This is an optimization exercise on Yosys and OpenROAD, whose aim is small area and a short achievable clock period, not a production implementation. Where RTL was checked, it was by simulation tests only, not by an equivalence proof against the original. The RTL of runs 1 to 3 was laid out without a check of its function. The clock cells of runs 1 to 4, 6 and 7 come from the design's own scripts or RTL, not from TritonCTS. No driver is modelled on the clock port, so clock power and skew are understated where the tree is cut down; a real chip needs a root buffer or a tree. Power and IR drop assume default switching activity.

File: flow/standard.sh
#!/bin/bash
# synth_recipe.tcl (not shown) runs the flow's synth.tcl, then flattens the netlist and writes it again
# the make line also repeats each setting of config.mk as NAME=value (left out here)
make -C /OpenROAD-flow-scripts/flow DESIGN_CONFIG=/design/flow/config.mk WORK_HOME=/design/flow/orfs CLKGATE_MAP_FILE= SYNTH_SCRIPT=/design/flow/synth_recipe.tcl "${@:-finish}"
File: flow/config.mk
export PLATFORM = sky130hd
export DESIGN_NAME = adders_top
export DESIGN_NICKNAME = adders_top
export VERILOG_FILES = /design/flow/design.v
export SDC_FILE = /design/flow/constraint.sdc
export NUM_CORES = 4
export LEC_CHECK = 0
export CAP_MARGIN = 20
export CORE_MARGIN = 2
export CORE_UTILIZATION = 40
export GPL_TIMING_DRIVEN = 1
export SLEW_MARGIN = 20
File: flow/flow/run.sh
#!/bin/bash
set -euo pipefail
HERE=$(pwd)
bash standard.sh BUFFER_PORTS_ARGS="-buffer_cell sky130_fd_sc_hd__buf_1" \
  POST_CTS_TCL="$HERE/flow/clock.tcl" finish > standard.log 2>&1
File: flow/flow/clock.tcl
# POST_CTS hook: replace the clock tree that CTS built with a single level of
# clock buffers driven straight from the clock port. The flip-flops are split
# into NB groups by location (recursive median cuts); each group gets one
# buffer at its centroid. All flip-flops see the same one-buffer path.
set NB 4
set M sky130_fd_sc_hd__clkbuf_16
if { [info exists ::env(CLK_NB)] } { set NB $::env(CLK_NB) }
if { [info exists ::env(CLK_CELL)] } { set M $::env(CLK_CELL) }

set db [ord::get_db]
set block [ord::get_db_block]
set clknet [$block findNet clk]
set master [$db findMaster $M]

# Walk the clock tree from the port: collect tree cells and flip-flop clock pins.
set tree_insts {}
set tree_nets {}
set sinks {}
set todo [list $clknet]
while { [llength $todo] > 0 } {
  set net [lindex $todo 0]
  set todo [lrange $todo 1 end]
  foreach it [$net getITerms] {
    if { ![$it isInputSignal] && [[$it getMTerm] getSigType] != "CLOCK" } {
      # driver pin of this net
      continue
    }
    set inst [$it getInst]
    if { [[$inst getMaster] isSequential] } {
      lappend sinks $it
    } elseif { [lsearch -exact $tree_insts $inst] < 0 } {
      lappend tree_insts $inst
      foreach ot [$inst getITerms] {
        if { [$ot isOutputSignal] && [$ot getNet] != "NULL" } {
          lappend todo [$ot getNet]
          lappend tree_nets [$ot getNet]
        }
      }
    }
  }
}
puts "clock.tcl: [llength $sinks] sinks, removing [llength $tree_insts] tree cells"

foreach it $sinks { $it disconnect }
foreach inst $tree_insts { odb::dbInst_destroy $inst }
foreach net $tree_nets { if { [llength [$net getITerms]] == 0 } { odb::dbNet_destroy $net } }

# Group the sinks by recursive median cuts along the longer side.
proc split_groups { items n } {
  if { $n <= 1 || [llength $items] < 2 } { return [list $items] }
  set xs {}; set ys {}
  foreach d $items { lappend xs [lindex $d 0]; lappend ys [lindex $d 1] }
  set xs [lsort -integer $xs]; set ys [lsort -integer $ys]
  set w [expr {[lindex $xs end] - [lindex $xs 0]}]
  set h [expr {[lindex $ys end] - [lindex $ys 0]}]
  set idx [expr {$w >= $h ? 0 : 1}]
  set s [lsort -integer -index $idx $items]
  set n1 [expr {$n / 2}]
  set k [expr {[llength $s] * $n1 / $n}]
  return [concat [split_groups [lrange $s 0 [expr {$k-1}]] $n1] \
                 [split_groups [lrange $s $k end] [expr {$n - $n1}]]]
}
set data {}
foreach it $sinks {
  set inst [$it getInst]
  set b [$inst getBBox]
  lappend data [list [expr {([$b xMin]+[$b xMax])/2}] [expr {([$b yMin]+[$b yMax])/2}] $it]
}
set g 0
foreach grp [split_groups $data $NB] {
  set sx 0; set sy 0
  foreach d $grp { set sx [expr {$sx+[lindex $d 0]}]; set sy [expr {$sy+[lindex $d 1]}] }
  set cx [expr {$sx/[llength $grp]}]; set cy [expr {$sy/[llength $grp]}]
  set inst [odb::dbInst_create $block $master "clkroot_$g"]
  $inst setLocation $cx $cy
  $inst setPlacementStatus PLACED
  set net [odb::dbNet_create $block "clknet_root_$g"]
  $net setSigType CLOCK
  [$inst findITerm A] connect $clknet
  [$inst findITerm X] connect $net
  foreach d $grp { [lindex $d 2] connect $net }
  puts "clock.tcl: clkroot_$g drives [llength $grp] sinks"
  incr g
}
detailed_placement
check_placement -verbose
set_propagated_clock [all_clocks]
estimate_parasitics -placement
report_clock_skew
report_checks -group_path_count 5 -format end
File: flow/constraint.sdc
create_clock -name core_clock -period 4.0 [get_ports {clk}]
set_input_delay 0.8000 -clock core_clock [delete_from_list [all_inputs] [get_ports {clk}]]
set_output_delay 0.8000 -clock core_clock [all_outputs]
set_load 0.01 [all_outputs]
File: flow/design.v
module rca_adder_64 (
    input  wire [63:0] a,      
    input  wire [63:0] b,      
    input  wire        cin,    
    output wire [63:0] sum,    
    output wire        cout    
);
    assign {cout, sum} = a + b + cin;
endmodule
module carry_sel_adder_64 (
	input  wire [63:0] a,
	input  wire [63:0] b,
	input  wire        cin,
	output wire [63:0] sum,
	output wire        cout
);
	parameter BLOCK_WIDTH = 16;   
	wire [3:0] carry;   
	wire [BLOCK_WIDTH:0] sum0_block0;  
	wire [BLOCK_WIDTH:0] sum1_block0;  
	assign {sum0_block0[BLOCK_WIDTH], sum0_block0[BLOCK_WIDTH - 1:0]} = a[15:0] + b[15:0] + 1'b0;
	assign {sum1_block0[BLOCK_WIDTH], sum1_block0[BLOCK_WIDTH - 1:0]} = a[15:0] + b[15:0] + 1'b1;
	assign {carry[0], sum[15:0]} = cin ? sum1_block0 : sum0_block0;
	genvar i;
	generate
		for (i = 1; i < 4; i = i + 1) begin : cs_block
			wire [BLOCK_WIDTH:0] sum0;  
			wire [BLOCK_WIDTH:0] sum1;  
			localparam integer L = i * BLOCK_WIDTH;
			localparam integer H = i * BLOCK_WIDTH + BLOCK_WIDTH - 1;
			assign {sum0[BLOCK_WIDTH], sum0[BLOCK_WIDTH - 1:0]} = a[H:L] + b[H:L] + 1'b0;
			assign {sum1[BLOCK_WIDTH], sum1[BLOCK_WIDTH - 1:0]} = a[H:L] + b[H:L] + 1'b1;
			assign {carry[i], sum[H:L]} = carry[i - 1] ? sum1 : sum0;
		end
	endgenerate
	assign cout = carry[3];
endmodule
module ling_adder_64 (
  input  wire [63:0] a,
  input  wire [63:0] b,
  input  wire        cin,
  output wire [63:0] sum,
  output wire        cout
);
  wire [63:0] p = a ^ b;
  wire [63:0] g = a & b;
  wire [63:0] t = a | b;
  localparam BLK = 4;
  localparam NB  = 64/BLK;  
  wire [NB-1:0] Pblk, Gblk;
  genvar bi;
  generate
    for (bi=0; bi<NB; bi=bi+1) begin : GEN_BLK_PG
      localparam integer L = bi*BLK;
      localparam integer H = L+BLK-1;
      wire [3:0] pp = p[H:L];
      wire [3:0] gg = g[H:L];
      assign Pblk[bi] = &pp;  
      assign Gblk[bi] = gg[3]
                      | (pp[3] & gg[2])
                      | (pp[3] & pp[2] & gg[1])
                      | (pp[3] & pp[2] & pp[1] & gg[0]);
    end
  endgenerate
  wire [NB-1:0] Pg0 = Pblk;
  wire [NB-1:0] Gg0 = Gblk;
  function integer POW2; input integer k; begin POW2 = (1<<k); end endfunction
  wire [NB-1:0] Pg1, Gg1, Pg2, Gg2, Pg3, Gg3, Pg4, Gg4;
  genvar i1;
  generate
    for (i1=0; i1<NB; i1=i1+1) begin : LVL1
      if (i1>=1) begin
        assign Gg1[i1] = Gg0[i1] | (Pg0[i1] & Gg0[i1-1]);
        assign Pg1[i1] = Pg0[i1] & Pg0[i1-1];
      end else begin
        assign Gg1[i1] = Gg0[i1];
        assign Pg1[i1] = Pg0[i1];
      end
    end
  endgenerate
  genvar i2;
  generate
    for (i2=0; i2<NB; i2=i2+1) begin : LVL2
      if (i2>=2) begin
        assign Gg2[i2] = Gg1[i2] | (Pg1[i2] & Gg1[i2-2]);
        assign Pg2[i2] = Pg1[i2] & Pg1[i2-2];
      end else begin
        assign Gg2[i2] = Gg1[i2];
        assign Pg2[i2] = Pg1[i2];
      end
    end
  endgenerate
  genvar i3;
  generate
    for (i3=0; i3<NB; i3=i3+1) begin : LVL3
      if (i3>=4) begin
        assign Gg3[i3] = Gg2[i3] | (Pg2[i3] & Gg2[i3-4]);
        assign Pg3[i3] = Pg2[i3] & Pg2[i3-4];
      end else begin
        assign Gg3[i3] = Gg2[i3];
        assign Pg3[i3] = Pg2[i3];
      end
    end
  endgenerate
  genvar i4;
  generate
    for (i4=0; i4<NB; i4=i4+1) begin : LVL4
      if (i4>=8) begin
        assign Gg4[i4] = Gg3[i4] | (Pg3[i4] & Gg3[i4-8]);
        assign Pg4[i4] = Pg3[i4] & Pg3[i4-8];
      end else begin
        assign Gg4[i4] = Gg3[i4];
        assign Pg4[i4] = Pg3[i4];
      end
    end
  endgenerate
  wire [NB:0] Hblk;   
  assign Hblk[0] = cin;
  genvar ci;
  generate
    for (ci=1; ci<=NB; ci=ci+1) begin : GEN_HBLK
      assign Hblk[ci] = Gg4[ci-1] | (Pg4[ci-1] & cin);
    end
  endgenerate
  genvar bj;
  generate
    for (bj=0; bj<NB; bj=bj+1) begin : GEN_BLOCK_SUM
      localparam integer L = bj*BLK;
      localparam integer H = L+BLK-1;
      wire [3:0] pp = p[H:L];
      wire [3:0] gg = g[H:L];
      wire [3:0] tt = t[H:L];
      wire       h_m1 = Hblk[bj];
      wire       h0   = gg[0] | (pp[0] & h_m1);
      wire       h1   = gg[1] | (pp[1] & gg[0]) | (pp[1] & pp[0] & h_m1);
      wire       h2   = gg[2] | (pp[2] & gg[1]) | (pp[2] & pp[1] & gg[0]) | (pp[2] & pp[1] & pp[0] & h_m1);
      wire       h3   = gg[3] | (pp[3] & gg[2]) | (pp[3] & pp[2] & gg[1]) | (pp[3] & pp[2] & pp[1] & gg[0]) | (pp[3] & pp[2] & pp[1] & pp[0] & h_m1);
      assign sum[L+0] = pp[0] ^ (h_m1);
      assign sum[L+1] = pp[1] ^ (h0   & tt[0]);
      assign sum[L+2] = pp[2] ^ (h1   & tt[1]);
      assign sum[L+3] = pp[3] ^ (h2   & tt[2]);
    end
  endgenerate
  assign cout = Hblk[NB] & t[63];
endmodule
module cla_adder_64 (
  input  wire [63:0] a,
  input  wire [63:0] b,
  input  wire        cin,
  output wire [63:0] sum,
  output wire        cout
);
  localparam integer WIDTH = 64;
  localparam integer BLK   = 4;           
  localparam integer GRP   = 4;           
  localparam integer NB    = WIDTH/BLK;   
  localparam integer NG    = NB/GRP;      
  wire [WIDTH-1:0] p = a ^ b;
  wire [WIDTH-1:0] g = a & b;
  wire [NB-1:0] GP_block_G;
  wire [NB-1:0] GP_block_P;
  wire [NB:0] c_block;   
  assign c_block[0] = cin;
  wire [NG:0] c_group;   
  assign c_group[0] = cin;
  genvar bi, bj;
  generate
    for (bi = 0; bi < NB; bi = bi + 1) begin : GEN_BLK
      wire [BLK-1:0] pp, gg;
      for (bj = 0; bj < BLK; bj = bj + 1) begin : GEN_BITIDX
        assign pp[bj] = p[bi * BLK + bj];
        assign gg[bj] = g[bi * BLK + bj];
      end
      wire Pblk =  pp[3] &  pp[2] &  pp[1] &  pp[0];
      wire Gblk =  gg[3] |
                  (pp[3] & gg[2]) |
                  (pp[3] & pp[2] & gg[1]) |
                  (pp[3] & pp[2] & pp[1] & gg[0]);
      assign GP_block_P[bi] = Pblk;
      assign GP_block_G[bi] = Gblk;
    end
  endgenerate
  wire [NG-1:0] GP_group_G, GP_group_P;
  generate
    genvar gi;
    for (gi = 0; gi < NG; gi = gi + 1) begin : GEN_GRP
      localparam integer base = gi*GRP;
      wire p0 = GP_block_P[base + 0];
      wire p1 = GP_block_P[base + 1];
      wire p2 = GP_block_P[base + 2];
      wire p3 = GP_block_P[base + 3];
      wire g0 = GP_block_G[base + 0];
      wire g1 = GP_block_G[base + 1];
      wire g2 = GP_block_G[base + 2];
      wire g3 = GP_block_G[base + 3];
      wire Pgrp = p3 & p2 & p1 & p0;
      wire Ggrp = g3 |(p3 & g2) |(p3 & p2 & g1) |(p3 & p2 & p1 & g0);
      assign GP_group_P[gi] = Pgrp;
      assign GP_group_G[gi] = Ggrp;
      assign c_group[gi+1] = Ggrp | (Pgrp & c_group[gi]);
      assign c_block[base+0] = c_group[gi];
      assign c_block[base+1] = g0 | (p0 & c_block[base+0]);
      assign c_block[base+2] = g1 | (p1 & c_block[base+1]);
      assign c_block[base+3] = g2 | (p2 & c_block[base+2]);
    end
  endgenerate
  assign cout = c_group[NG];
  generate
    genvar kb;
    for (kb = 0; kb < NB; kb = kb + 1) begin : GEN_SUM_BLK
      wire c0 = c_block[kb + 0];
      wire c1 = g[kb * BLK + 0] | (p[kb * BLK + 0] & c0);
      wire c2 = g[kb * BLK + 1] | (p[kb * BLK + 1] & c1);
      wire c3 = g[kb * BLK + 2] | (p[kb * BLK + 2] & c2);
      assign sum[kb * BLK + 0] = p[kb * BLK + 0] ^ c0;
      assign sum[kb * BLK + 1] = p[kb * BLK + 1] ^ c1;
      assign sum[kb * BLK + 2] = p[kb * BLK + 2] ^ c2;
      assign sum[kb * BLK + 3] = p[kb * BLK + 3] ^ c3;
    end
  endgenerate
endmodule
module carry_skip_adder_64 (
  input  wire [63:0] a,
  input  wire [63:0] b,
  input  wire        cin,
  output wire [63:0] sum,
  output wire        cout
);
  localparam integer WIDTH = 64;
  localparam integer BLK   = 8;
  localparam integer NB = WIDTH/BLK;
  wire [WIDTH-1:0] p = a ^ b;
  wire [WIDTH-1:0] g = a & b;
  wire [NB:0] c_blk;
  assign c_blk[0] = cin;
  wire [NB-1:0] P_blk;
  wire [NB-1:0] Cout_blk;
  genvar bi, j;
  generate
    for (bi = 0; bi < NB; bi = bi + 1) begin : GEN_BLK
      localparam integer base = bi*BLK;
      wire [BLK:0] c;     
      assign c[0] = c_blk[bi];
      for (j = 0; j < BLK; j = j + 1) begin : GEN_BITS
        assign c[j+1]           = g[base+j] | (p[base+j] & c[j]);
        assign sum[base + j]    = p[base+j] ^ c[j];
      end
      wire P_all = &p[base +: BLK];
      assign P_blk[bi]  = P_all;
      assign Cout_blk[bi] = c[BLK];
      assign c_blk[bi+1] = (P_all & c_blk[bi]) | ((~P_all) & Cout_blk[bi]);
    end
  endgenerate
  assign cout = c_blk[NB];
endmodule
module adders_top (
    input  wire        clk,
    input  wire        rst_n,
    input  wire        a_bit_in,            
    input  wire        b_bit_in,            
    input  wire        cin_in,              
    input  wire        start_in,            
    output reg  [63:0] sum_out,
    output reg         cout_out,
    output wire        ready_out            
);
    localparam [6:0] SEED = 7'b0010101;    
    reg       s_q;
    reg       ci;
    reg       c;
    reg [6:0] cnt;
    reg       busy;
    reg       ready_q;
    wire first = cnt[3] & !cnt[2] & cnt[1] & cnt[0];    
    wire last  = cnt[6] & !cnt[5] & cnt[1] & !cnt[0];   
    wire c_in = first ? ci : c;
    always @(posedge clk) begin
        ci       <= cin_in;
        s_q      <= a_bit_in ^ b_bit_in ^ c_in;
        c        <= (a_bit_in & b_bit_in) | (c_in & (a_bit_in | b_bit_in));
        cout_out <= c;
        sum_out  <= {s_q, sum_out[63:1]};
    end
    always @(posedge clk) begin
        if (busy)
            cnt <= {cnt[5:0], cnt[6] ^ cnt[0]};
        else
            cnt <= SEED;
    end
    always @(posedge clk or negedge rst_n) begin
        if (!rst_n) begin
            busy    <= 1'b0;
            ready_q <= 1'b0;
        end else begin
            busy    <= busy ? !last : start_in;
            ready_q <= busy & last;
        end
    end
    assign ready_out = ready_q;
endmodule
==> summary.md, run 1 <==
| Metric | Value |
|---|---|
| Outcome | complete, no violations |
| Worst path cell trace | buf_1 |
| R2R Path Start | cnt[0] |
| Synth Cell Area | 0.00168 mm^2 |
| Startpoint Class | flop |
| I/O pin cnt | 72 |
| Mapped Nets | 102 |
| Yosys warnings | 1 |
| Port Buffers | 71 |
| Crit end category | primary output |
| Reg2Reg Setup Slack | 2.70 ns |
| Largest net degree at the start of global routing | 21 |
| CORE AREA | 0.00403 mm^2 |
| Drt drc | 0 |
| Remaining global-route overflow | 0 |
| Critical path's top delay family | flip-flops |
| RSZ-0062 raised after global routing | no |
| Total global-route track usage | 10.0% |
| Peak VDD IR | 0.331 mV |
| Die Ht | 68.9 um |
| Sequential-to-total area share from yosys stat | 92.1% |
| Final Worst Setup Slack | 2.52 ns |
| Placed cell area | 0.00201 mm^2 |
| Pleak | 0.857 nW |
| Worst setup path endpoint | sum_out[34] |
| NumNets Final | 179 |
| Tmin final | 1.48 ns |
| Worst r2r dst | s_q |
| Clk slew on worst S/H paths | 0.07 ns |
| Synth top area cells | dfxtp_1 (89%), dfrtp_1 (3.0%), and2_2 (1.8%), fa_1 (1.2%), nand4b_1 (1.0%) |
| Fin crit share | 37.0% |
| WL final | 2480 um |
| Vias in the first global route | 745 |
| DR pass1 iterations | 2 |
| Routed length per instance | 11.3 um |
| Least-Margin Pin Slew | 0.221 ns |
| Syn Inst Count | 95 |
| Vias per cell | 4.16 |
| Max-Cap Viols | 0 |
| Largest area contributor in the netlist | dfxtp_1 |
| First-pass GRT wire length | 3280 um |
| Fin. Hold Viols | 0 |
| Initial antenna violation count | 0 |
| Layout cells sized above 1 | 4.71% |
| Die width | 68.9 um |
| Post-route ant nets | 0 |
| Worst setup startpoint | sum_out[34] |
| Critical path arrival | 0.68 ns |
| Area of the die | 0.00475 mm^2 |
| Clock Sinks | 77 |
| FMAX | 0.675 GHz |
| PwrDens | 858 mW/mm^2 |
| Max incr delay on CP | 0.37 ns |
| Final Util | 52.5% |
| Top cell type's share of synthesized area | 89.2% |
| Antenna Cells | 0 |
| Critical-path top delay cell | dfxtp_1 |
| Worst Path Max Fanout | 2 |
| PnR Total Power | 1.81 mW |
| Yosys cell types | 12 |
| CP Depth | 1 |
| Post-Route Setup TNS | 0 ns |
| Crit path kind | reg2out |
| Worst Skew | 0.00427 ns |
| Min-Delay Path Class | reg2reg |
| Fin area | 0.00211 mm^2 |
| Row count | 23 |
| Final Max Tran Viols | 0 |
| Initial core utilization | 41.8% |
| Final GP Congestion | 0.604 |
| Area grow syn2layout | 25.5% |
| Clk Latency, worst-skew pair | 0.14 ns |
| Register bit count reported by yosys | 77 |
| Met3 routed WL | 304 um |
| Final HPWL DP | 1800 um |
| CP bufs+invs | 1 |
| Final setup vio count | 0 |
| Met2 WL | 1050 um |
| Worst EP required | 3.20 ns |
| FF-to-FF path depth | 4 |
| Avg Inst Size Synth | 17.7 um^2 |
| Worst slack at placement | 2.40 ns |
| Max layer used | met4 |
| Met1 Routed Length | 1090 um |
| Slew headroom | 85.3% |
| Via count | 915 |
| Initial DRC Count | 13 |
cells by family (layout without fill, tap and decap cells):
family	Yosys count	count (layout)	synth area share (%)
flops	77	77	92.1
simple gates	10	10	4.16
buf+inv	4	79	0.891
fa+ha+maj	1	1	1.19
compound gates	1	1	0.520
xor+xnor	1	1	0.520
mux	1	1	0.594
power by group:
part           switching, mW  total (mW)  leakage [nW]  internal [mW]
sequential             0.123        1.15         0.651           1.02
clock                  0.172       0.352        0.0493          0.180
combinational          0.190       0.316         0.157          0.125
total                  0.485        1.81         0.857           1.33
cells in the mapped netlist:
master / instances
and2_2: 4
dfrtp_1: 2
dfxtp_1: 75
fa_1: 1
inv_1: 4
mux2i_1: 1
nand2_1: 1
nand4b_1: 2
nor2_1: 1
o22a_1: 1
or2b_1: 2
xnor2_1: 1
registers in the layout, indices dropped and copies added, names as in the netlist:
register and cells:
busy 1, c 1, ci 1, cnt 7, cout_out 1, ready_q 1
s_q 1, sum_out 64
per-stage QoR:
stage / hold WS, ns / instances
after floorplan: 0.310 / 95
after global placement: 0.323 / 216
after detailed placement: 0.326 / 216
after global routing: 0.352 / 220
final: 0.337 / 220
final cells by class:
type,count,area [um^2]
buffer,4,100
multi-input combinational,14,118
tap,50,62.6
timing repair buffer,71,267
sequential,77,1550
fill,351,1920
inverter,4,15.0
cell usage in the layout, fill, tap and decap left out, drive strengths merged:
cell type and n:
buf 71, and2 4, dfrtp 2, nand2 1, or2b 2, fa 1
inv 4, xnor2 1, nand4b 2, clkbuf 4, o22a 1, mux2i 1
nor2 1, dfxtp 75
layer usage:
metal / vias up / global-route usage (%)
li1: 443 / -
met1: 416 / 11.4
met2: 52 / 15.3
met3: 4 / 6.33
met4: 0 / 3.68
met5: - / 0
worst min path at each step:
stage,startpoint,end,slack (ns),cells past startpoint
after floorplan,s_q,sum_out[63],0.31,0
after global placement,s_q,sum_out[63],0.32,0
after detailed placement,s_q,sum_out[63],0.33,0
after global routing,sum_out[60],sum_out[59],0.35,0
final,s_q,sum_out[63],0.34,0
==> run 2, diff against run 1 <==
--- a/flow/config.mk
+++ b/flow/config.mk
@@ -7,6 +7,5 @@
 export LEC_CHECK = 0
 export CAP_MARGIN = 20
 export CORE_MARGIN = 2
-export CORE_UTILIZATION = 40
-export GPL_TIMING_DRIVEN = 1
+export CORE_UTILIZATION = 60
 export SLEW_MARGIN = 20
==> run 2 against run 1 <==
  * Still clean on timing, DRC and antenna
  * Setup slack better by 0.023 ns
  * Worst hold slack lost 0.0085 ns
  * Clock skew grew 0.0012 ns
  * Area after synthesis did not move
  * Sequential power about the same
  * Register-to-register slack improved by 0.03 ns
  * Clock power down 1%
  * Utilization rose by 25 points
  * Highest routed layer unchanged
==> summary.md, run 2 <==
| Metric | Value |
|---|---|
| Outcome | complete, no violations |
| Area grow syn2layout | 24.1% |
| Top cell type's share of synthesized area | 89.2% (unchanged) |
| Syn Inst Count | 95 (unchanged) |
| Vias per cell | 4.50 (+8.1%) |
| I/O pin cnt | 72 (unchanged) |
| Post-route ant nets | 0 (unchanged) |
| Ys flop type | dfxtp_1 |
| NumNets Final | 179 (unchanged) |
| Number of fill cells | 198 (-44%) |
| Most frequent cell after synthesis | dfxtp_1 |
| Yosys warnings | 1 (unchanged) |
| Fin area | 0.00209 mm^2 (-1.1%) |
| Yosys cell types | 12 (unchanged) |
| Final setup vio count | 0 (unchanged) |
| Final Worst Setup Slack | 2.54 ns (+0.0235 ns) |
| Register bit count reported by yosys | 77 (unchanged) |
| Peak VDD IR | 0.728 mV (+120%) |
| Die Ht | 57.0 um (-17%) |
| Commonest non-fill, non-tap cell in the layout | dfxtp_1 |
| Avg Inst Size Synth | 17.7 um^2 (unchanged) |
| Final GP Congestion | 0.663 (+9.6%) |
| Crit end category | primary output |
| Worst path cell trace | buf_1 |
| PnR Total Power | 1.81 mW (-0.15%) |
| Critical path's top delay family | flip-flops |
| Clk slew on worst S/H paths | 0.07 ns (about the same) |
| Commonest cells in the netlist | dfxtp_1 (75), and2_2 (4), inv_1 (4) |
| Multi-input gate area | 118 um^2 (unchanged) |
| Worst Skew | 0.00544 ns (+0.00118 ns) |
| First-pass GRT wire length | 4000 um (+22%) |
| Worst slack at placement | 2.39 ns (-0.00769 ns) |
| Number of synthesized flops with an enable pin | 0 (unchanged) |
| Largest area contributor in the netlist | dfxtp_1 |
| Reg area | 0.00155 mm^2 (unchanged) |
| Tmin final | 1.46 ns (-0.0235 ns) |
| Critical-path top delay cell | dfxtp_1 |
| Initial core utilization | 62.1% (+20 points) |
| FMAX | 0.686 GHz (+1.6%) |
| Slew headroom | 85.0% (-0.28 points) |
| Port Buffers | 71 (unchanged) |
| Die width | 57.0 um (-17%) |
| Fin crit share | 36.4% (-0.59 points) |
| Max incr delay on CP | 0.35 ns (-0.02 ns) |
| Via count | 904 (-1.2%) |
| Fin. Hold Viols | 0 (unchanged) |
| Synth Cell Area | 0.00168 mm^2 (unchanged) |
| PwrDens | 866 mW/mm^2 (+0.99%) |
| DR pass1 iterations | 3 (+1) |
| Drt drc | 0 (unchanged) |
| Mapped Nets | 102 (unchanged) |
| Crit path kind | reg2out |
| Clock Sinks | 77 (unchanged) |
| Startpoint Class | flop |
| Placed cell area | 0.00199 mm^2 (-1.2%) |
| Final HPWL DP | 1750 um (-2.8%) |
| Ys async rst share | 2.60% (unchanged) |
| Routed length per instance | 12.1 um (+7.3%) |
| Sequential-to-total area share from yosys stat | 92.1% (unchanged) |
| Layout cells sized above 1 | 4.71% (unchanged) |
| Synth top area cells | dfxtp_1 (89%), dfrtp_1 (3.0%), and2_2 (1.8%), fa_1 (1.2%), nand4b_1 (1.0%) |
| Largest Register | sum_out |
| Pleak | 0.857 nW (unchanged) |
| CORE AREA | 0.00271 mm^2 (-33%) |
| Max-Cap Viols | 0 (unchanged) |
| Antenna Cells | 0 (unchanged) |
| CP bufs+invs | 1 (unchanged) |
| Initial antenna violation count | 0 (unchanged) |
| Most frequent cells in the layout | dfxtp_1 (75), buf_1 (71), inv_1 (4), and2_2 (4), clkbuf_16 (4) |
| Row count | 19 (-17%) |
| Vias in the first global route | 858 (+15%) |
| Biggest regs | sum_out (64), cnt (7) |
| Largest net degree at the start of global routing | 21 (unchanged) |
| Remaining global-route overflow | 0 (unchanged) |
| Critical path arrival | 0.66 ns (-0.02 ns) |
| Initial DRC Count | 9 (-4) |
| RSZ-0062 raised after global routing | no |
| Clk Latency, worst-skew pair | 0.14 ns (about the same) |
| Worst EP required | 3.20 ns (about the same) |
| Least-Margin Pin Slew | 0.225 ns (+0.00425 ns) |
| Worst Path Max Fanout | 2 (unchanged) |
| Area of the die | 0.00325 mm^2 (-32%) |
| Post-Route Setup TNS | 0 ns (unchanged) |
| WL final | 2430 um (-1.9%) |
| Flip-flop count of the largest register after layout | 64 (unchanged) |
| Min-Delay Path Class | reg2reg |
| Final Max Tran Viols | 0 (unchanged) |
| Total global-route track usage | 16.5% (+6.4 points) |
run 2: cell type report:
type | count | area share (%)
Timing Repair Buffer | 71 | 12.8
Buffer | 4 | 4.79
Multi-Input combinational cell | 14 | 5.63
Inverter | 4 | 0.719
Tap cell | 31 | 1.86
Sequential cell | 77 | 74.3
run 2: metal layers:
layer  wire length, um  GRT usage (%)
met1               979           19.1
met2              1230           28.2
met3               176           5.22
met4                39           6.98
met5                 0              0
run 2: logic make-up (layout without fill, tap and decap cells):
kind of cell	after synthesis	in the layout	synth area share, %
flops	77	77	92.1
simple gates	10	10	4.16
buf+inv	4	79	0.891
fa+ha+maj	1	1	1.19
compound gates	1	1	0.520
xor+xnor	1	1	0.520
mux	1	1	0.594
run 2: final timing paths:
path | from | endpoint | slack (ns) | cells past startpoint
setup / recovery | sum_out[42] | sum_out[42] | 2.54 | 1
hold / removal | s_q | sum_out[63] | 0.33 | 0
setup reg to reg | cnt[0] | s_q | 2.73 | 4
hold reg to reg | s_q | sum_out[63] | 0.33 | 0
max in group asynchronous | rst_n | ready_q | 3.45 | 1
min in group asynchronous | rst_n | busy | 0.43 | 1
run 2: report_power, final:
group / internal (mW) / total, mW / switching (mW)
clock: 0.180 / 0.348 / 0.168
combinational: 0.125 / 0.314 / 0.189
sequential: 1.02 / 1.15 / 0.125
total: 1.33 / 1.81 / 0.483
run 2: per-stage QoR:
step                hold slack [ns]  utilization [%]  std cells
global route                  0.337             77.1        201
finish                        0.328             77.1        201
detailed placement            0.321             73.4        197
floorplan                     0.310                -         95
global placement              0.317             73.4        197
==> run 3, diff against run 2 <==
--- a/flow/flow/clock.tcl
+++ b/flow/flow/clock.tcl
@@ -3,7 +3,7 @@
 # into NB groups by location (recursive median cuts); each group gets one
 # buffer at its centroid. All flip-flops see the same one-buffer path.
 set NB 4
-set M sky130_fd_sc_hd__clkbuf_16
+set M sky130_fd_sc_hd__buf_12
 if { [info exists ::env(CLK_NB)] } { set NB $::env(CLK_NB) }
 if { [info exists ::env(CLK_CELL)] } { set M $::env(CLK_CELL) }
 
==> run 3 against run 2 <==
  * Power decreased by 0.99%
  * Combinational power about the same
  * Clock skew decreased by 0.0022 ns
  * Via count decreased by 1.2%
  * Register-to-register slack about the same
  * Area after synthesis unchanged
  * Setup slack got worse by 0.019 ns
  * Clock power decreased by 5.7%
  * Synthesized cell count unchanged
  * Fmax decreased by 1.3%
  * Design area decreased by 0.96%
  * Largest power group unchanged
==> summary.md, run 3 <==
| Metric | Value |
|---|---|
| PwrDens | 866 mW/mm^2 (about the same) |
| Largest Register | sum_out |
| Final GP Congestion | 0.663 (unchanged) |
| Slew headroom | 85.0% (about the same) |
| Worst EP required | 4.02 ns (+0.82 ns) |
| Yosys warnings | 1 (unchanged) |
| Final setup vio count | 0 (unchanged) |
| Initial core utilization | 62.1% (unchanged) |
| R2R Path Start | cnt[0] |
| Total global-route track usage | 15.9% (-0.53 points) |
| Port Buffers | 71 (unchanged) |
| Clk Latency, worst-skew pair | 0.11 ns (-0.03 ns) |
| Worst Skew | 0.00328 ns (-0.00216 ns) |
| Max incr delay on CP | 0.52 ns (+0.17 ns) |
| Vias per cell | 4.44 (-1.2%) |
| Remaining global-route overflow | 0 (unchanged) |
| Final Util | 76.4% (-0.74 points) |
| Tmin final | 1.48 ns (+0.0186 ns) |
| Initial DRC Count | 9 (unchanged) |
| Largest net degree at the start of global routing | 21 (unchanged) |
| Hold Crit Start | s_q |
| CORE AREA | 0.00271 mm^2 (unchanged) |
| Final HPWL DP | 1750 um (unchanged) |
| Commonest non-fill, non-tap cell in the layout | dfxtp_1 |
| Fin crit share | 36.9% (+0.46 points) |
| Sequential-to-total area share from yosys stat | 92.1% (unchanged) |
| Syn Inst Count | 95 (unchanged) |
| Routed length per instance | 11.9 um (-1.5%) |
| Critical path arrival | 1.49 ns (+0.83 ns) |
| DR pass1 iterations | 3 (unchanged) |
| Multi-input gate area | 118 um^2 (unchanged) |
| Area of the die | 0.00325 mm^2 (unchanged) |
| Ys flop type | dfxtp_1 |
| Fin cells | 201 (unchanged) |
| Initial antenna violation count | 0 (unchanged) |
| Outcome | complete, no violations |
| Register bit count reported by yosys | 77 (unchanged) |
| Drt drc | 0 (unchanged) |
| Synth Cell Area | 0.00168 mm^2 (unchanged) |
| Critical-path top delay cell | fa_1 |
| Post-route ant nets | 0 (unchanged) |
| Number of synthesized flops with an enable pin | 0 (unchanged) |
| Most frequent CP cell | inv_1 |
| Worst r2r dst | s_q |
| Synth top area cells | dfxtp_1 (89%), dfrtp_1 (3.0%), and2_2 (1.8%), fa_1 (1.2%), nand4b_1 (1.0%) |
| Mapped Nets | 102 (unchanged) |
| Max-Cap Viols | 0 (unchanged) |
| FF-to-FF path depth | 4 (unchanged) |
| Avg Inst Size Synth | 17.7 um^2 (unchanged) |
| Post-Route Setup TNS | 0 ns (unchanged) |
| PnR Total Power | 1.79 mW (-0.99%) |
| Antenna Cells | 0 (unchanged) |
| Area grow syn2layout | 22.9% |
| Clock Sinks | 77 (unchanged) |
| Top cell type's share of synthesized area | 89.2% (unchanged) |
| Commonest cells in the netlist | dfxtp_1 (75), and2_2 (4), inv_1 (4) |
| Least-Margin Pin Slew | 0.226 ns (+0.000756 ns) |
| Row count | 19 (unchanged) |
| Crit path kind | in2reg |
| Largest area contributor in the netlist | dfxtp_1 |
| RSZ-0062 raised after global routing | no |
| Worst Hold Path EP | sum_out[63] |
| Most frequent cells in the layout | dfxtp_1 (75), buf_1 (71), inv_1 (4), and2_2 (4), buf_12 (4) |
| Vias in the first global route | 849 (-1.0%) |
| Biggest regs | sum_out (64), cnt (7) |
| Die Ht | 57.0 um (unchanged) |
| Clk slew on worst S/H paths | 0.07 ns (about the same) |
| Reg area | 0.00155 mm^2 (unchanged) |
| Worst path cell trace | buf_1, inv_1, fa_1, inv_1 |
| Peak VDD IR | 0.673 mV (-7.6%) |
| Min-Delay Path Class | reg2reg |
| Flip-flop count of the largest register after layout | 64 (unchanged) |
| Inst Count DP | 197 (unchanged) |
| Fin. Hold Viols | 0 (unchanged) |
| NumNets Final | 179 (unchanged) |
| WL final | 2390 um (-1.5%) |
| Worst slack at placement | 2.39 ns (unchanged) |
| Final Worst Setup Slack | 2.52 ns (-0.0186 ns) |
| I/O pin cnt | 72 (unchanged) |
| Ys async rst share | 2.60% (unchanged) |
| First-pass GRT wire length | 3900 um (-2.6%) |
| Crit end category | flop |
| Pleak | 0.845 nW (-1.4%) |
| Worst Path Max Fanout | 1 (-1) |
| Yosys cell types | 12 (unchanged) |
| Layout cells sized above 1 | 4.71% (unchanged) |
| FMAX | 0.678 GHz (-1.3%) |
| Most frequent cell after synthesis | dfxtp_1 |
| Final Max Tran Viols | 0 (unchanged) |
| Startpoint Class | input port |
| Worst Hold Depth | 0 (unchanged) |
| Via count | 893 (-1.2%) |
| Die width | 57.0 um (unchanged) |
| Number of fill cells | 199 (+0.51%) |
| Reg2Reg Setup Slack | 2.73 ns (about the same) |
-- run 3: layout make-up --
| class | instances | area share [%] |
|---|---|---|
| repair buffers | 71 | 12.9 |
| plain buffers | 4 | 3.87 |
| multi-input cells | 14 | 5.68 |
| inverters | 4 | 0.726 |
| well taps | 31 | 1.87 |
| flip-flops and latches | 77 | 75.0 |
-- run 3: logic make-up after synthesis --
| family | count (synthesis) | share of synthesized area, % |
|---|---|---|
| mux | 1 | 0.594 |
| buf+inv | 4 | 0.891 |
| flops | 77 | 92.1 |
| fa+ha+maj | 1 | 1.19 |
| xor+xnor | 1 | 0.520 |
| compound gates | 1 | 0.520 |
| simple gates | 10 | 4.16 |
-- run 3: worst max path at each step --
stage | from | endpoint | slack, ns | cells past startpoint
after floorplan | a_bit_in | s_q | 2.51 | 3
after global placement | a_bit_in | s_q | 2.42 | 4
after detailed placement | a_bit_in | s_q | 2.39 | 4
after global routing | a_bit_in | s_q | 2.49 | 4
final | a_bit_in | s_q | 2.52 | 4
-- run 3: per-stage QoR --
stage	hold slack (ns)	instance area (um^2)
6_report	0.328	2070
2_1_floorplan	0.310	1680
3_5_place_dp	0.321	1990
5_1_grt	0.337	2070
3_3_place_gp	0.317	1990
-- run 3: critical path, delay by kind of cell --
family,cells,cell delay [ns]
adder cells (fa/ha/maj),1,0.52
buffers and inverters,3,0.18
-- run 3: metal layers --
metal / up-vias / wire (um) / track usage, %
met5: - / 0 / 0
met4: 0 / 23 / 6.98
met3: 2 / 167 / 4.54
met2: 37 / 1220 / 27.8
met1: 410 / 978 / 18.3
li1: 444 / - / -
-- run 3: power breakdown --
group | switching [mW] | internal, mW | total (mW)
registers | 0.126 | 1.02 | 1.15
logic | 0.190 | 0.125 | 0.315
clock network | 0.166 | 0.162 | 0.328
total | 0.481 | 1.31 | 1.79
==> run 4, diff against run 3 <==
--- a/flow/design.v
+++ b/flow/design.v
@@ -264,28 +264,24 @@
     output reg         cout_out,
     output wire        ready_out            
 );
-    localparam [6:0] SEED = 7'b0010101;    
     reg       s_q;
-    reg       ci;
     reg       c;
     reg [6:0] cnt;
     reg       busy;
     reg       ready_q;
-    wire first = cnt[3] & !cnt[2] & cnt[1] & cnt[0];    
-    wire last  = cnt[6] & !cnt[5] & cnt[1] & !cnt[0];   
-    wire c_in = first ? ci : c;
+    wire load_cin = (cnt == 7'd62);
+    wire last     = (cnt == 7'd127);
     always @(posedge clk) begin
-        ci       <= cin_in;
-        s_q      <= a_bit_in ^ b_bit_in ^ c_in;
-        c        <= (a_bit_in & b_bit_in) | (c_in & (a_bit_in | b_bit_in));
+        s_q      <= a_bit_in ^ b_bit_in ^ c;
+        c        <= load_cin ? cin_in : ((a_bit_in & b_bit_in) | (c & (a_bit_in | b_bit_in)));
+        sum_out  <= {s_q, sum_out[63:1]};
         cout_out <= c;
-        sum_out  <= {s_q, sum_out[63:1]};
     end
     always @(posedge clk) begin
         if (busy)
-            cnt <= {cnt[5:0], cnt[6] ^ cnt[0]};
+            cnt <= cnt + 7'd1;
         else
-            cnt <= SEED;
+            cnt <= 7'd62;
     end
     always @(posedge clk or negedge rst_n) begin
         if (!rst_n) begin
--- a/flow/flow/clock.tcl
+++ b/flow/flow/clock.tcl
@@ -3,7 +3,7 @@
 # into NB groups by location (recursive median cuts); each group gets one
 # buffer at its centroid. All flip-flops see the same one-buffer path.
 set NB 4
-set M sky130_fd_sc_hd__buf_12
+set M sky130_fd_sc_hd__clkbuf_16
 if { [info exists ::env(CLK_NB)] } { set NB $::env(CLK_NB) }
 if { [info exists ::env(CLK_CELL)] } { set M $::env(CLK_CELL) }
 
--- a/flow/config.mk
+++ b/flow/config.mk
@@ -7,5 +7,5 @@
 export LEC_CHECK = 0
 export CAP_MARGIN = 20
 export CORE_MARGIN = 2
-export CORE_UTILIZATION = 60
+export CORE_UTILIZATION = 40
 export SLEW_MARGIN = 20
==> run 4 against run 3 <==
  * Still clean on timing, DRC and antenna
  * Sequential power down 8%
  * Worst hold slack better by 0.0096 ns
  * Design area up 5.4%
  * Fmax down 2.2%
  * Combinational power down 7.6%
  * Die area up 52%
  * Routed wire length up 5.3%
  * Final cell count up 16%
  * Sequential share of layout area down 4.7 points
  * Via count up 10%
  * Sequential cell count down 1
  * Area after synthesis up 4.1%
==> summary.md, run 4 <==
| Metric | Value |
|---|---|
| Outcome | complete, no violations |
| Fin cells | 234 (+16%) |
| Fin area | 0.00218 mm^2 (+5.4%) |
| Antenna Cells | 0 (unchanged) |
| Startpoint Class | input port |
| Worst EP required | 4.03 ns (about the same) |
| DR pass1 iterations | 4 (+1) |
| Final Worst Setup Slack | 2.49 ns (-0.0336 ns) |
| Pleak | 0.868 nW (+2.7%) |
| Routed length per instance | 10.8 um (-9.5%) |
| Biggest regs | sum_out (64), cnt (7) |
| Avg Inst Size Synth | 16.2 um^2 (-8.4%) |
| Port Buffers | 71 (unchanged) |
| Tmin final | 1.51 ns (+0.0336 ns) |
| Max-Cap Viols | 0 (unchanged) |
| Drt drc | 0 (unchanged) |
| Die width | 70.2 um (+23%) |
| Peak VDD IR | 0.322 mV (-52%) |
| Area grow syn2layout | 24.4% |
| Flip-flop count of the largest register after layout | 64 (unchanged) |
| Remaining global-route overflow | 0 (unchanged) |
| Synth top area cells | dfxtp_1 (85%), dfrtp_1 (2.9%), nand2_1 (1.5%), ha_1 (1.4%), nor4_4 (1.2%) |
| NumNets Final | 193 (+7.8%) |
| Post-route ant nets | 0 (unchanged) |
| Syn Inst Count | 108 (+14%) |
| Commonest non-fill, non-tap cell in the layout | dfxtp_1 |
| Yosys cell types | 21 (+9) |
| Yosys warnings | 1 (unchanged) |
| Crit path kind | in2reg |
| Worst slack at placement | 2.33 ns (-0.0539 ns) |
| PwrDens | 777 mW/mm^2 (-10%) |
| Final Max Tran Viols | 0 (unchanged) |
| WL final | 2520 um (+5.3%) |
| I/O pin cnt | 72 (unchanged) |
| Min-Delay Path Class | reg2reg |
| Row count | 24 (+5) |
| Vias in the first global route | 948 (+12%) |
| Initial DRC Count | 36 (+27) |
| Critical path arrival | 1.54 ns (+0.05 ns) |
| Number of synthesized flops with an enable pin | 0 (unchanged) |
| Commonest cells in the netlist | dfxtp_1 (74), nand2_1 (7), nor2_1 (4) |
| Placed cell area | 0.00208 mm^2 (+4.6%) |
| Synth Cell Area | 0.00175 mm^2 (+4.1%) |
| Top cell type's share of synthesized area | 84.5% (-4.6 points) |
| Clk slew on worst S/H paths | 0.07 ns (about the same) |
| Ys flop type | dfxtp_1 |
| Vias per cell | 4.21 (-5.2%) |
| Worst Skew | 0.00600 ns (+0.00272 ns) |
| Largest net degree at the start of global routing | 20 (-4.8%) |
| FF-to-FF path depth | 5 (+1) |
| Final HPWL DP | 1870 um (+6.9%) |
| Final GP Congestion | 0.786 (+19%) |
| Worst Path Max Fanout | 1 (unchanged) |
| Most frequent cells in the layout | dfxtp_1 (74), buf_1 (71), nand2_1 (7), nor2_1 (4), clkbuf_16 (4) |
| CORE AREA | 0.00429 mm^2 (+58%) |
| Clock Sinks | 76 (-1.3%) |
| Least-Margin Pin Slew | 0.267 ns (+0.0411 ns) |
| Register bit count reported by yosys | 76 (-1.3%) |
| Most frequent cell after synthesis | dfxtp_1 |
| Area of the die | 0.00493 mm^2 (+52%) |
| Initial antenna violation count | 0 (unchanged) |
| Largest Register | sum_out |
| Worst Hold Depth | 0 (unchanged) |
| Largest area contributor in the netlist | dfxtp_1 |
| Slew headroom | 82.2% (-2.7 points) |
| Post-Route Setup TNS | 0 ns (unchanged) |
| Sequential-to-total area share from yosys stat | 87.4% (-4.8 points) |
| Mapped Nets | 117 (+15%) |
| Die Ht | 70.2 um (+23%) |
| RSZ-0062 raised after global routing | no |
| Crit end category | flop |
| Final setup vio count | 0 (unchanged) |
| Worst hold slack | 0.338 ns (+0.00959 ns) |
| Initial core utilization | 40.8% (-21 points) |
| Via count | 986 (+10%) |
| Ys async rst share | 2.63% (+0.034 points) |
| FMAX | 0.663 GHz (-2.2%) |
| Fin crit share | 37.7% (+0.84 points) |
| Clk Latency, worst-skew pair | 0.14 ns (+0.03 ns) |
| Total global-route track usage | 10.7% (-5.2 points) |
| Layout cells sized above 1 | 3.85% (-0.86 points) |
| First-pass GRT wire length | 4110 um (+5.3%) |
| Fin. Hold Viols | 0 (unchanged) |
| Inst Count DP | 230 (+17%) |
run 4: changes by cell type in the layout (fill, tap and decap cells not counted), moves of 2 or more:
cell / before / now
nand2_1: 1 / 7
and2_2: 4 / 0
buf_12: 4 / 0
clkbuf_16: 0 / 4
nor2_1: 1 / 4
ha_1: 0 / 2
inv_1: 4 / 2
nand3_1: 0 / 2
nand3b_1: 0 / 2
nand4b_1: 2 / 0
or2b_1: 2 / 0
run 4: routing by layer:
metal | wire (um) | global-route usage, % | up-vias
li1 | - | - | 488
met5 | 0 | 0 | -
met1 | 1100 | 12.0 | 440
met4 | 65 | 5.77 | 0
met3 | 217 | 4.04 | 6
met2 | 1140 | 17.7 | 52
run 4: report_power, final:
group          internal [mW]  switching [mW]
Sequential             0.951           0.107
Clock                  0.180           0.165
Combinational          0.107           0.183
Total                   1.24           0.455
run 4: logic make-up after synthesis:
group	Yosys count	share of synthesized area (%)
xor+xnor	2	0.999
fa+ha+maj	3	2.57
mux	2	1.21
buf+inv	3	0.642
simple gates	21	6.92
compound gates	1	0.285
flops	76	87.4
run 4: final cells by class:
cell class	count	area [um^2]
Multi-Input combinational cell	29	210
Tap cell	52	65.1
Fill cell	381	2110
Buffer	4	100
Inverter	2	7.51
Timing Repair Buffer	71	267
Sequential cell	76	1530
run 4: final timing paths:
kind                          start          end  slack [ns]
max in group asynchronous     rst_n      ready_q        3.44
min in group asynchronous     rst_n         busy        0.43
hold / removal                  s_q  sum_out[63]        0.34
hold reg to reg                 s_q  sum_out[63]        0.34
setup reg to reg             cnt[0]            c        2.71
setup / recovery           a_bit_in            c        2.49
run 4: worst max-delay path, stage by stage:
cell	delay (ns)
buf_1	0.08
fa_1	0.38
mux2_1	0.28
run 4: through the flow:
| step | power, mW | util, % |
|---|---|---|
| after floorplan | 1.23 | - |
| after global placement | 1.36 | 48.5 |
| after detailed placement | 1.37 | 48.5 |
| after global routing | 1.79 | 50.8 |
| final | 1.69 | 50.8 |
==> run 5, diff against run 4 <==
--- a/flow/design.v
+++ b/flow/design.v
@@ -264,24 +264,27 @@
     output reg         cout_out,
     output wire        ready_out            
 );
-    reg       s_q;
-    reg       c;
+    localparam [6:0] SEED = 7'b0010101;    
+    reg       a_q, b_q;
     reg [6:0] cnt;
     reg       busy;
     reg       ready_q;
-    wire load_cin = (cnt == 7'd62);
-    wire last     = (cnt == 7'd127);
+    wire at_seed = !cnt[6] & cnt[2] & !cnt[1] & cnt[0];    
+    wire at_s1   = cnt[3] & !cnt[2] & cnt[1] & cnt[0];     
+    wire last    = cnt[6] & !cnt[5] & cnt[1] & !cnt[0];    
+    wire a_m = a_q & !at_s1;
+    wire b_m = b_q | at_s1;
     always @(posedge clk) begin
-        s_q      <= a_bit_in ^ b_bit_in ^ c;
-        c        <= load_cin ? cin_in : ((a_bit_in & b_bit_in) | (c & (a_bit_in | b_bit_in)));
-        sum_out  <= {s_q, sum_out[63:1]};
-        cout_out <= c;
+        a_q      <= a_bit_in;
+        b_q      <= b_bit_in;
+        sum_out  <= {a_m ^ b_m ^ cout_out, sum_out[63:1]};
+        cout_out <= at_seed ? cin_in : ((a_m & b_m) | (cout_out & (a_m | b_m)));
     end
     always @(posedge clk) begin
         if (busy)
-            cnt <= cnt + 7'd1;
+            cnt <= {cnt[5:0], cnt[6] ^ cnt[0]};
         else
-            cnt <= 7'd62;
+            cnt <= SEED;
     end
     always @(posedge clk or negedge rst_n) begin
         if (!rst_n) begin
--- a/flow/flow/clock.tcl
+++ b/flow/flow/clock.tcl
@@ -3,7 +3,7 @@
 # into NB groups by location (recursive median cuts); each group gets one
 # buffer at its centroid. All flip-flops see the same one-buffer path.
 set NB 4
-set M sky130_fd_sc_hd__clkbuf_16
+set M sky130_fd_sc_hd__buf_12
 if { [info exists ::env(CLK_NB)] } { set NB $::env(CLK_NB) }
 if { [info exists ::env(CLK_CELL)] } { set M $::env(CLK_CELL) }
 
--- a/flow/config.mk
+++ b/flow/config.mk
@@ -7,5 +7,5 @@
 export LEC_CHECK = 0
 export CAP_MARGIN = 20
 export CORE_MARGIN = 2
-export CORE_UTILIZATION = 40
+export CORE_UTILIZATION = 75
 export SLEW_MARGIN = 20
==> run 5 against run 4 <==
  * The flow now stops in detailed placement (3_5_place_dp)
  * Area after synthesis down 3.4%
  * Synthesized cell count down 10%
==> summary.md, run 5 <==
| Metric | Value |
|---|---|
| Mapped Nets | 104 (-11%) |
| Fail Step | detailed placement (3_5_place_dp) |
| Commonest cells in the netlist | dfxtp_1 (74), and2_1 (4), inv_1 (3) |
| Register bit count reported by yosys | 76 (unchanged) |
| Syn Inst Count | 97 (-10%) |
| Synth top area cells | dfxtp_1 (88%), dfrtp_1 (3.0%), and2_1 (1.5%), fa_1 (1.2%), or2b_1 (0.89%) |
| Synth Cell Area | 0.00169 mm^2 (-3.4%) |
| Yosys cell types | 17 (-19%) |
| I/O pin cnt | 72 (unchanged) |
| Final HPWL DP | 2920 um (+56%) |
| Largest area contributor in the netlist | dfxtp_1 |
| Initial core utilization | 78.0% (+37 points) |
| Row count | 17 (-29%) |
| First Error | [ERROR DPL-0033] detailed placement checks failed during check placement. |
| Ys flop type | dfxtp_1 |
| Die Ht | 51.5 um (-27%) |
| Avg Inst Size Synth | 17.5 um^2 (+7.5%) |
| Final GP Congestion | 0.678 (-14%) |
| Yosys warnings | 1 (unchanged) |
| Outcome | aborted with a tool error |
| Number of synthesized flops with an enable pin | 0 (unchanged) |
| Die width | 51.5 um (-27%) |
| Sequential-to-total area share from yosys stat | 90.5% (+3.1 points) |
| Port Buffers | 71 (unchanged) |
| Top cell type's share of synthesized area | 87.5% (+3.0 points) |
| Most frequent cell after synthesis | dfxtp_1 |
| Ys async rst share | 2.63% (unchanged) |
## run 5: changes by cell type after synthesis, moves of 2 or more
cell      previous run  this run
nand3b_1             2         0
nor2_1               4         0
or2b_1               0         2
and2_1               0         4
nand2_1              7         1
ha_1                 2         0
## run 5: how the worst max path moves through the flow
stage	to	slack, ns	depth (start not counted)
2_1_floorplan	sum_out[63]	2.80	4
3_3_place_gp	sum_out[44]	2.69	1
## run 5: through the flow
stage	instance area, um^2	instances
floorplan	1690	97
global placement	1990	196
## run 5: cells by family after synthesis
family,count (synthesis),synth area share [%]
compound gates,1,0.591
fa+ha+maj,1,1.18
buf+inv,3,0.665
flops,76,90.5
mux,1,0.591
simple gates,15,6.50
## run 5: power by group through the flow
stage / Combinational [mW] / Sequential [mW] / Clock (mW)
2_1_floorplan: 0.0810 / 1.31 / 0
3_3_place_gp: 0.395 / 1.20 / 0
==> run 6, diff against run 5 <==
--- a/flow/config.mk
+++ b/flow/config.mk
@@ -6,6 +6,6 @@
 export NUM_CORES = 4
 export LEC_CHECK = 0
 export CAP_MARGIN = 20
-export CORE_MARGIN = 2
-export CORE_UTILIZATION = 75
+export CORE_AREA = 2 2 59 59
+export DIE_AREA = 0 0 61 61
 export SLEW_MARGIN = 20
==> run 6 against run 5 <==
  * The run now finishes clean
  * Synthesized cell count unchanged
  * Area after synthesis stayed put
==> summary.md, run 6 <==
| Metric | Value |
|---|---|
| Yosys warnings | 1 (unchanged) |
| Mux contribution to synthesized area | 0.591% (unchanged) |
| Max-Cap Viols | 0 |
| Worst Path Max Fanout | 2 |
| Synth top area cells | dfxtp_1 (88%), dfrtp_1 (3.0%), and2_1 (1.5%), fa_1 (1.2%), or2b_1 (0.89%) |
| Via count | 924 |
| Largest family of logic cells by synthesized area | simple AND/OR/NAND/NOR gates |
| FF-to-FF path depth | 4 |
| Synth Cell Area | 0.00169 mm^2 (unchanged) |
| Peak VDD IR | 0.541 mV |
| Final setup vio count | 0 |
| Initial core utilization | 55.0% (-23 points) |
| Antenna Cells | 0 |
| Drt drc | 0 |
| Port Buffers | 71 (unchanged) |
| Post-synthesis adder-cell area fraction | 1.18% (unchanged) |
| Worst hold slack | 0.351 ns |
| Crit path kind | reg2out |
| Area of the die | 0.00372 mm^2 |
| Row count | 20 (+3) |
| Flip-flop count of the largest register after layout | 64 |
| Worst EP required | 3.20 ns |
| Simple-Gate Fraction of Synth Area | 6.50% (unchanged) |
| Commonest non-fill, non-tap cell in the layout | dfxtp_1 |
| FMAX | 0.699 GHz |
| Final HPWL DP | 1800 um (-38%) |
| Yosys cell types | 17 (unchanged) |
| Fin. Hold Viols | 0 |
| Clk Latency, worst-skew pair | 0.11 ns |
| Least-Margin Pin Slew | 0.230 ns |
| Vias in the first global route | 805 |
| Fin cells | 216 |
| Final Util | 68.0% |
| Crit end category | primary output |
| R2R Path Start | cnt[1] |
| Die Ht | 61 um (+18%) |
| Avg Inst Size Synth | 17.5 um^2 (unchanged) |
| Min-Delay Path Class | reg2reg |
| Critical path arrival | 0.63 ns |
| Worst Skew | 0.00299 ns |
| Fin crit share | 35.8% |
| Critical-path top delay cell | dfxtp_1 |
| Ys flop type | dfxtp_1 |
| Routed length per instance | 11.5 um |
| Post-route ant nets | 0 |
| Syn Inst Count | 97 (unchanged) |
| Compound-Gate Fraction of Synth Area | 0.591% (unchanged) |
| Inst Count DP | 212 |
| Startpoint Class | flop |
| RSZ-0062 raised after global routing | no |
| Tmin final | 1.43 ns |
| CP bufs+invs | 1 |
| Area grow syn2layout | 23.7% |
| Outcome | complete, no violations |
| PnR Total Power | 1.92 mW |
| Final GP Congestion | 0.728 (+7.4%) |
| Most frequent cell after synthesis | dfxtp_1 |
| Largest net degree at the start of global routing | 20 |
| Slew headroom | 84.7% |
| Number of synthesized flops with an enable pin | 0 (unchanged) |
| Initial antenna violation count | 0 |
| Mapped Nets | 104 (unchanged) |
| Hold Crit Start | sum_out[44] |
| Worst path cell trace | buf_1 |
| Most frequent cells in the layout | dfxtp_1 (74), buf_1 (71), and2_1 (4), buf_12 (4), inv_1 (3) |
| First-pass GRT wire length | 3710 um |
| Layout cells sized above 1 | 4.07% |
| Biggest regs | sum_out (64), cnt (7) |
| Clk slew on worst S/H paths | 0.07 ns |
| Worst setup startpoint | sum_out[39] |
| Critical path's top delay family | flip-flops |
| Largest Register | sum_out |
| Die width | 61 um (+18%) |
| Final Max Tran Viols | 0 |
| NumNets Final | 181 |
| Total global-route track usage | 14.5% |
| Remaining global-route overflow | 0 |
| DR pass1 iterations | 4 |
| Sequential-to-total area share from yosys stat | 90.5% (unchanged) |
| Pleak | 0.844 nW |
| Post-Route Setup TNS | 0 ns |
| Clock Sinks | 76 |
| Register bit count reported by yosys | 76 (unchanged) |
| Worst Hold Depth | 0 |
| Largest area contributor in the netlist | dfxtp_1 |
| CORE AREA | 0.00308 mm^2 |
| Top cell type's share of synthesized area | 87.5% (unchanged) |
| Max incr delay on CP | 0.35 ns |
| WL final | 2490 um |
| Commonest cells in the netlist | dfxtp_1 (74), and2_1 (4), inv_1 (3) |
| Synth Area in XOR/XNOR | 0% (unchanged) |
| PwrDens | 919 mW/mm^2 |
| CP Depth | 1 |
| I/O pin cnt | 72 (unchanged) |
| Vias per cell | 4.28 |
| Ys async rst share | 2.63% (unchanged) |
| Initial DRC Count | 28 |
==> run 6: power breakdown <==
part	internal (mW)	switching [mW]
Clock	0.162	0.164
Combinational	0.152	0.242
Sequential	1.05	0.151
Total	1.37	0.557
==> run 6: layout make-up <==
| class | instances | area (um^2) |
|---|---|---|
| Timing Repair Buffer | 71 | 267 |
| Inverter | 3 | 11.3 |
| Sequential cell | 76 | 1530 |
| Fill cell | 254 | 983 |
| Tap cell | 44 | 55.1 |
| Buffer | 4 | 80.1 |
| Multi-Input combinational cell | 18 | 150 |
==> run 6: final timing paths <==
check                               to  slack, ns
max in group asynchronous         busy       3.42
min in group asynchronous      ready_q       0.46
setup reg to reg           sum_out[63]       2.68
hold / removal             sum_out[43]       0.35
hold reg to reg            sum_out[43]       0.35
setup / recovery           sum_out[39]       2.57
==> run 6: cells by family (layout without fill, tap and decap cells) <==
family | count (synthesis) | count (layout)
flops | 76 | 76
simple gates | 15 | 15
mux | 1 | 1
fa+ha+maj | 1 | 1
compound gates | 1 | 1
buf+inv | 3 | 78
==> run 6: metal layers <==
| metal | vias to the layer above | track usage (%) | routed length (um) |
|---|---|---|---|
| met5 | - | 0 | 0 |
| met4 | 0 | 4.66 | 24 |
| met3 | 2 | 7.68 | 245 |
| met2 | 50 | 20.6 | 1060 |
| met1 | 416 | 19.1 | 1160 |
| li1 | 456 | - | - |
==> run 6: per-stage QoR <==
step | area (um^2) | setup slack [ns]
global placement | 2010 | 2.68
floorplan | 1690 | 2.80
detailed placement | 2010 | 2.70
global route | 2090 | 2.52
finish | 2090 | 2.57
==> run 7, diff against run 6 <==
==> flow/flow/run.sh (replaced) <==
#!/bin/bash
set -euo pipefail
HERE=$(pwd)
ARGS=(BUFFER_PORTS_ARGS="-buffer_cell sky130_fd_sc_hd__buf_1" POST_CTS_TCL="$HERE/flow/clock.tcl")
bash standard.sh "${ARGS[@]}" cts > standard_cts.log 2>&1
bash standard.sh "${ARGS[@]}" SETUP_SLACK_MARGIN=2.58 finish > standard_finish.log 2>&1
--- a/flow/config.mk
+++ b/flow/config.mk
@@ -6,6 +6,6 @@
 export NUM_CORES = 4
 export LEC_CHECK = 0
 export CAP_MARGIN = 20
-export CORE_AREA = 2 2 59 59
-export DIE_AREA = 0 0 61 61
+export CORE_MARGIN = 2
+export CORE_UTILIZATION = 60
 export SLEW_MARGIN = 20
==> run 7 against run 6 <==
  * Still clean on timing, DRC and antenna
  * Via count up 1.5%
  * Clock skew barely moved
  * Global-route usage rose by 2.4 points
  * Final cell count down 6.0%
  * Combinational power rose by 13%
  * Critical path depth stayed put
  * Routed wire length grew 4.3%
  * Clock power up 2%
  * Sequential cell count stayed put
  * Worst hold slack lost 0.00097 ns
  * Critical path type unchanged
  * Largest power group unchanged
==> summary.md, run 7 <==
| Metric | Value |
|---|---|
| Max incr delay on CP | 0.37 ns (+0.02 ns) |
| Ys flop type | dfxtp_1 |
| Clk Latency, worst-skew pair | 0.11 ns (about the same) |
| Commonest non-fill, non-tap cell in the layout | dfxtp_1 |
| Largest net degree at the start of global routing | 20 (unchanged) |
| Via count | 938 (+1.5%) |
| Synth Cell Area | 0.00169 mm^2 (unchanged) |
| Outcome | complete, no violations |
| Max-Cap Viols | 0 (unchanged) |
| Synth top area cells | dfxtp_1 (88%), dfrtp_1 (3.0%), and2_1 (1.5%), fa_1 (1.2%), or2b_1 (0.89%) |
| Combinational Power Share | 22.4% (+1.9 points) |
| Row count | 19 (-5.0%) |
| Die width | 57.1 um (-6.4%) |
| Remaining global-route overflow | 0 (unchanged) |
| Initial antenna violation count | 0 (unchanged) |
| Post-Route Setup TNS | 0 ns (unchanged) |
| Worst path cell trace | clkbuf_2 |
| Int Pwr | 1.43 mW (+4.4%) |
| Final Max Tran Viols | 0 (unchanged) |
| Final setup vio count | 0 (unchanged) |
| Startpoint Class | flop |
| Clock Sinks | 76 (unchanged) |
| Worst EP required | 3.20 ns (about the same) |
| Most frequent cell after synthesis | dfxtp_1 |
| Final HPWL DP | 1870 um (+4.0%) |
| NumNets Final | 181 (unchanged) |
| Area grow syn2layout | 27.4% |
| Area of the die | 0.00326 mm^2 (-12%) |
| Number of synthesized flops with an enable pin | 0 (unchanged) |
| RSZ-0062 raised after global routing | yes |
| Layout cells sized above 1 | 40.7% (+37 points) |
| Critical path arrival | 0.63 ns (about the same) |
| Fin area | 0.00216 mm^2 (+3.0%) |
| I/O pin cnt | 72 (unchanged) |
| Die Ht | 57.1 um (-6.4%) |
| Antenna Cells | 0 (unchanged) |
| Largest Register | sum_out |
| Min-Delay Path Class | reg2reg |
| Final GP Congestion | 0.713 (-2.1%) |
| Clock network power share | 16.6% (-0.3 points) |
| Ys async rst share | 2.63% (unchanged) |
| Commonest cells in the netlist | dfxtp_1 (74), and2_1 (4), inv_1 (3) |
| Flip-flop count of the largest register after layout | 64 (unchanged) |
| Crit end category | primary output |
| Tmin final | 1.43 ns (+0.00254 ns) |
| WL final | 2600 um (+4.3%) |
| Sequential-to-total area share from yosys stat | 90.5% (unchanged) |
| CP bufs+invs | 1 (unchanged) |
| Least-Margin Pin Slew | 0.248 ns (+0.0188 ns) |
| DR pass1 iterations | 4 (unchanged) |
| Initial core utilization | 62.5% (+7.5 points) |
| Port Buffers | 71 (unchanged) |
| Drt drc | 0 (unchanged) |
| Top cell type's share of synthesized area | 87.5% (unchanged) |
| Total global-route track usage | 16.8% (+2.4 points) |
| Initial DRC Count | 9 (-68%) |
| Largest area contributor in the netlist | dfxtp_1 |
| Avg Inst Size Synth | 17.5 um^2 (unchanged) |
| PnR Total Power | 1.99 mW (+3.6%) |
| FMAX | 0.698 GHz (-0.18%) |
| Post-route ant nets | 0 (unchanged) |
| First-pass GRT wire length | 4050 um (+9.1%) |
| Syn Inst Count | 97 (unchanged) |
| Vias in the first global route | 835 (+3.7%) |
| Fin crit share | 35.8% (+0.064 points) |
| Register bit count reported by yosys | 76 (unchanged) |
| Vias per cell | 4.62 (+8.0%) |
| Seq pwr share | 61.0% (-1.6 points) |
| Pleak | 1.00 nW (+19%) |
| Yosys cell types | 17 (unchanged) |
| PwrDens | 924 mW/mm^2 (+0.56%) |
| Worst Skew | 0.00342 ns (+0.000428 ns) |
| Critical path's top delay family | flip-flops |
| Most frequent cells in the layout | dfxtp_1 (61), clkbuf_2 (50), buf_1 (21), dfxtp_2 (13) |
| Peak VDD IR | 0.688 mV (+27%) |
| Mapped Nets | 104 (unchanged) |
| Fin. Hold Viols | 0 (unchanged) |
| Placed cell area | 0.00200 mm^2 (-0.81%) |
| Slew headroom | 83.4% (-1.3 points) |
| Sw Ratio | 28.4% (-0.55 points) |
| CORE AREA | 0.00271 mm^2 (-12%) |
| Yosys warnings | 1 (unchanged) |
| Crit path kind | reg2out |
| Worst Path Max Fanout | 2 (unchanged) |
| Critical-path top delay cell | dfxtp_1 |
| NetSw | 0.566 mW (+1.6%) |
| Biggest regs | sum_out (64), cnt (7) |
| Clk slew on worst S/H paths | 0.07 ns (about the same) |
| Routed length per instance | 12.8 um (+11%) |
==> run 7: cell counts after synthesis <==
No cell type changed its count.
==> run 7: metal layers <==
| layer | routed length (um) | share of wire [%] | GRT usage [%] |
|---|---|---|---|
| met1 | 1180 | 46 | 22.2 |
| met2 | 1160 | 45 | 25.3 |
| met3 | 219 | 8.4 | 7.71 |
| met4 | 31 | 1.2 | 4.98 |
| met5 | 0 | 0 | 0 |
==> run 7: cells by family after synthesis <==
group / after synthesis / synth area share [%]
and+or+nand+nor: 15 / 6.50
buffers and inverters: 3 / 0.665
AOI/OAI and AO/OA: 1 / 0.591
adders and majority gates: 1 / 1.18
DFF: 76 / 90.5
muxes: 1 / 0.591
==> run 7: worst reg2reg max path, stage by stage (launching register included) <==
cell and delay, ns:
dfxtp_1 0.38, nand4b_1 0.15, nor2b_1 0.17, fa_1 0.49
inv_1 0.04
==> run 7: metrics by stage <==
stage	hold WS [ns]	utilization [%]	setup WS (ns)	instances
after floorplan	0.382	-	2.80	97
after global placement	0.331	73.7	2.68	199
after detailed placement	0.336	73.7	2.69	199
after global routing	0.355	79.6	2.55	203
final	0.350	79.6	2.57	203
==> run 7: power by group through the flow <==
stage / combinational (mW) / sequential, mW / clock [mW]
floorplan: 0.0810 / 1.31 / 0
global placement: 0.400 / 1.21 / 0
detailed placement: 0.400 / 1.22 / 0
global route: 0.477 / 1.26 / 0.360
finish: 0.447 / 1.22 / 0.331
==> run 7: path summary, 6_finish.rpt <==
check,endpoint,slack (ns),cells after the start,from
min in group asynchronous,busy,0.45,1,rst_n
worst min-delay path,sum_out[55],0.35,0,sum_out[56]
worst max-delay path,sum_out[43],2.57,1,sum_out[43]
worst max register to register,sum_out[63],2.68,4,cnt[0]
max in group asynchronous,ready_q,3.42,1,rst_n
worst min register to register,sum_out[55],0.35,0,sum_out[56]
==> run 7: layout make-up <==
cell class | instances | area, um^2
Timing Repair Buffer | 71 | 329
Fill cell | 180 | 553
Tap cell | 31 | 38.8
Sequential cell | 76 | 1550
Inverter | 3 | 11.3
Buffer | 4 | 80.1
Multi-Input combinational cell | 18 | 150

## static timing again, ports no longer ideal
The results above use ideal ports. As a check the final layouts listed here were re-extracted and re-timed, cells and wires unchanged. Step 1, drivers: a clkbuf_16 drives clk and a buf_2 each remaining input, both assumed. Step 2 times the ports against the registers' clock, not the clock port: input delays grow and output delays shrink by t, the midpoint of the rising clock arrivals with the driver on. a / b / c = no drivers / after step 1 / after step 2; a / b = the first two.
run | t (ns) | setup slack, ns | latest minus earliest clock arrival (ns) | slew at the worst register clock pin (ns) | cell pins on the clock port's net
run 1 | 0.206 | 2.520 / 2.451 / 2.401 | 0.005 / 0.005 | 0.07 / 0.07 | 4
run 2 | 0.201 | 2.543 / 2.481 / 2.383 | 0.007 / 0.007 | 0.07 / 0.07 | 4
run 3 | 0.180 | 2.524 / 2.502 / 2.384 | 0.005 / 0.005 | 0.07 / 0.07 | 4
run 4 | 0.206 | 2.491 / 2.487 / 2.334 | 0.008 / 0.008 | 0.07 / 0.07 | 4
run 6 | 0.182 | 2.570 / 2.498 / 2.680 | 0.003 / 0.004 | 0.07 / 0.07 | 4
run 7 | 0.182 | 2.567 / 2.495 / 2.677 | 0.005 / 0.005 | 0.07 / 0.07 | 4
After both steps every run listed still meets setup and hold. The setup slack of run 2, which loses most, moves by -0.062 ns with the drivers and by -0.160 ns with both steps.
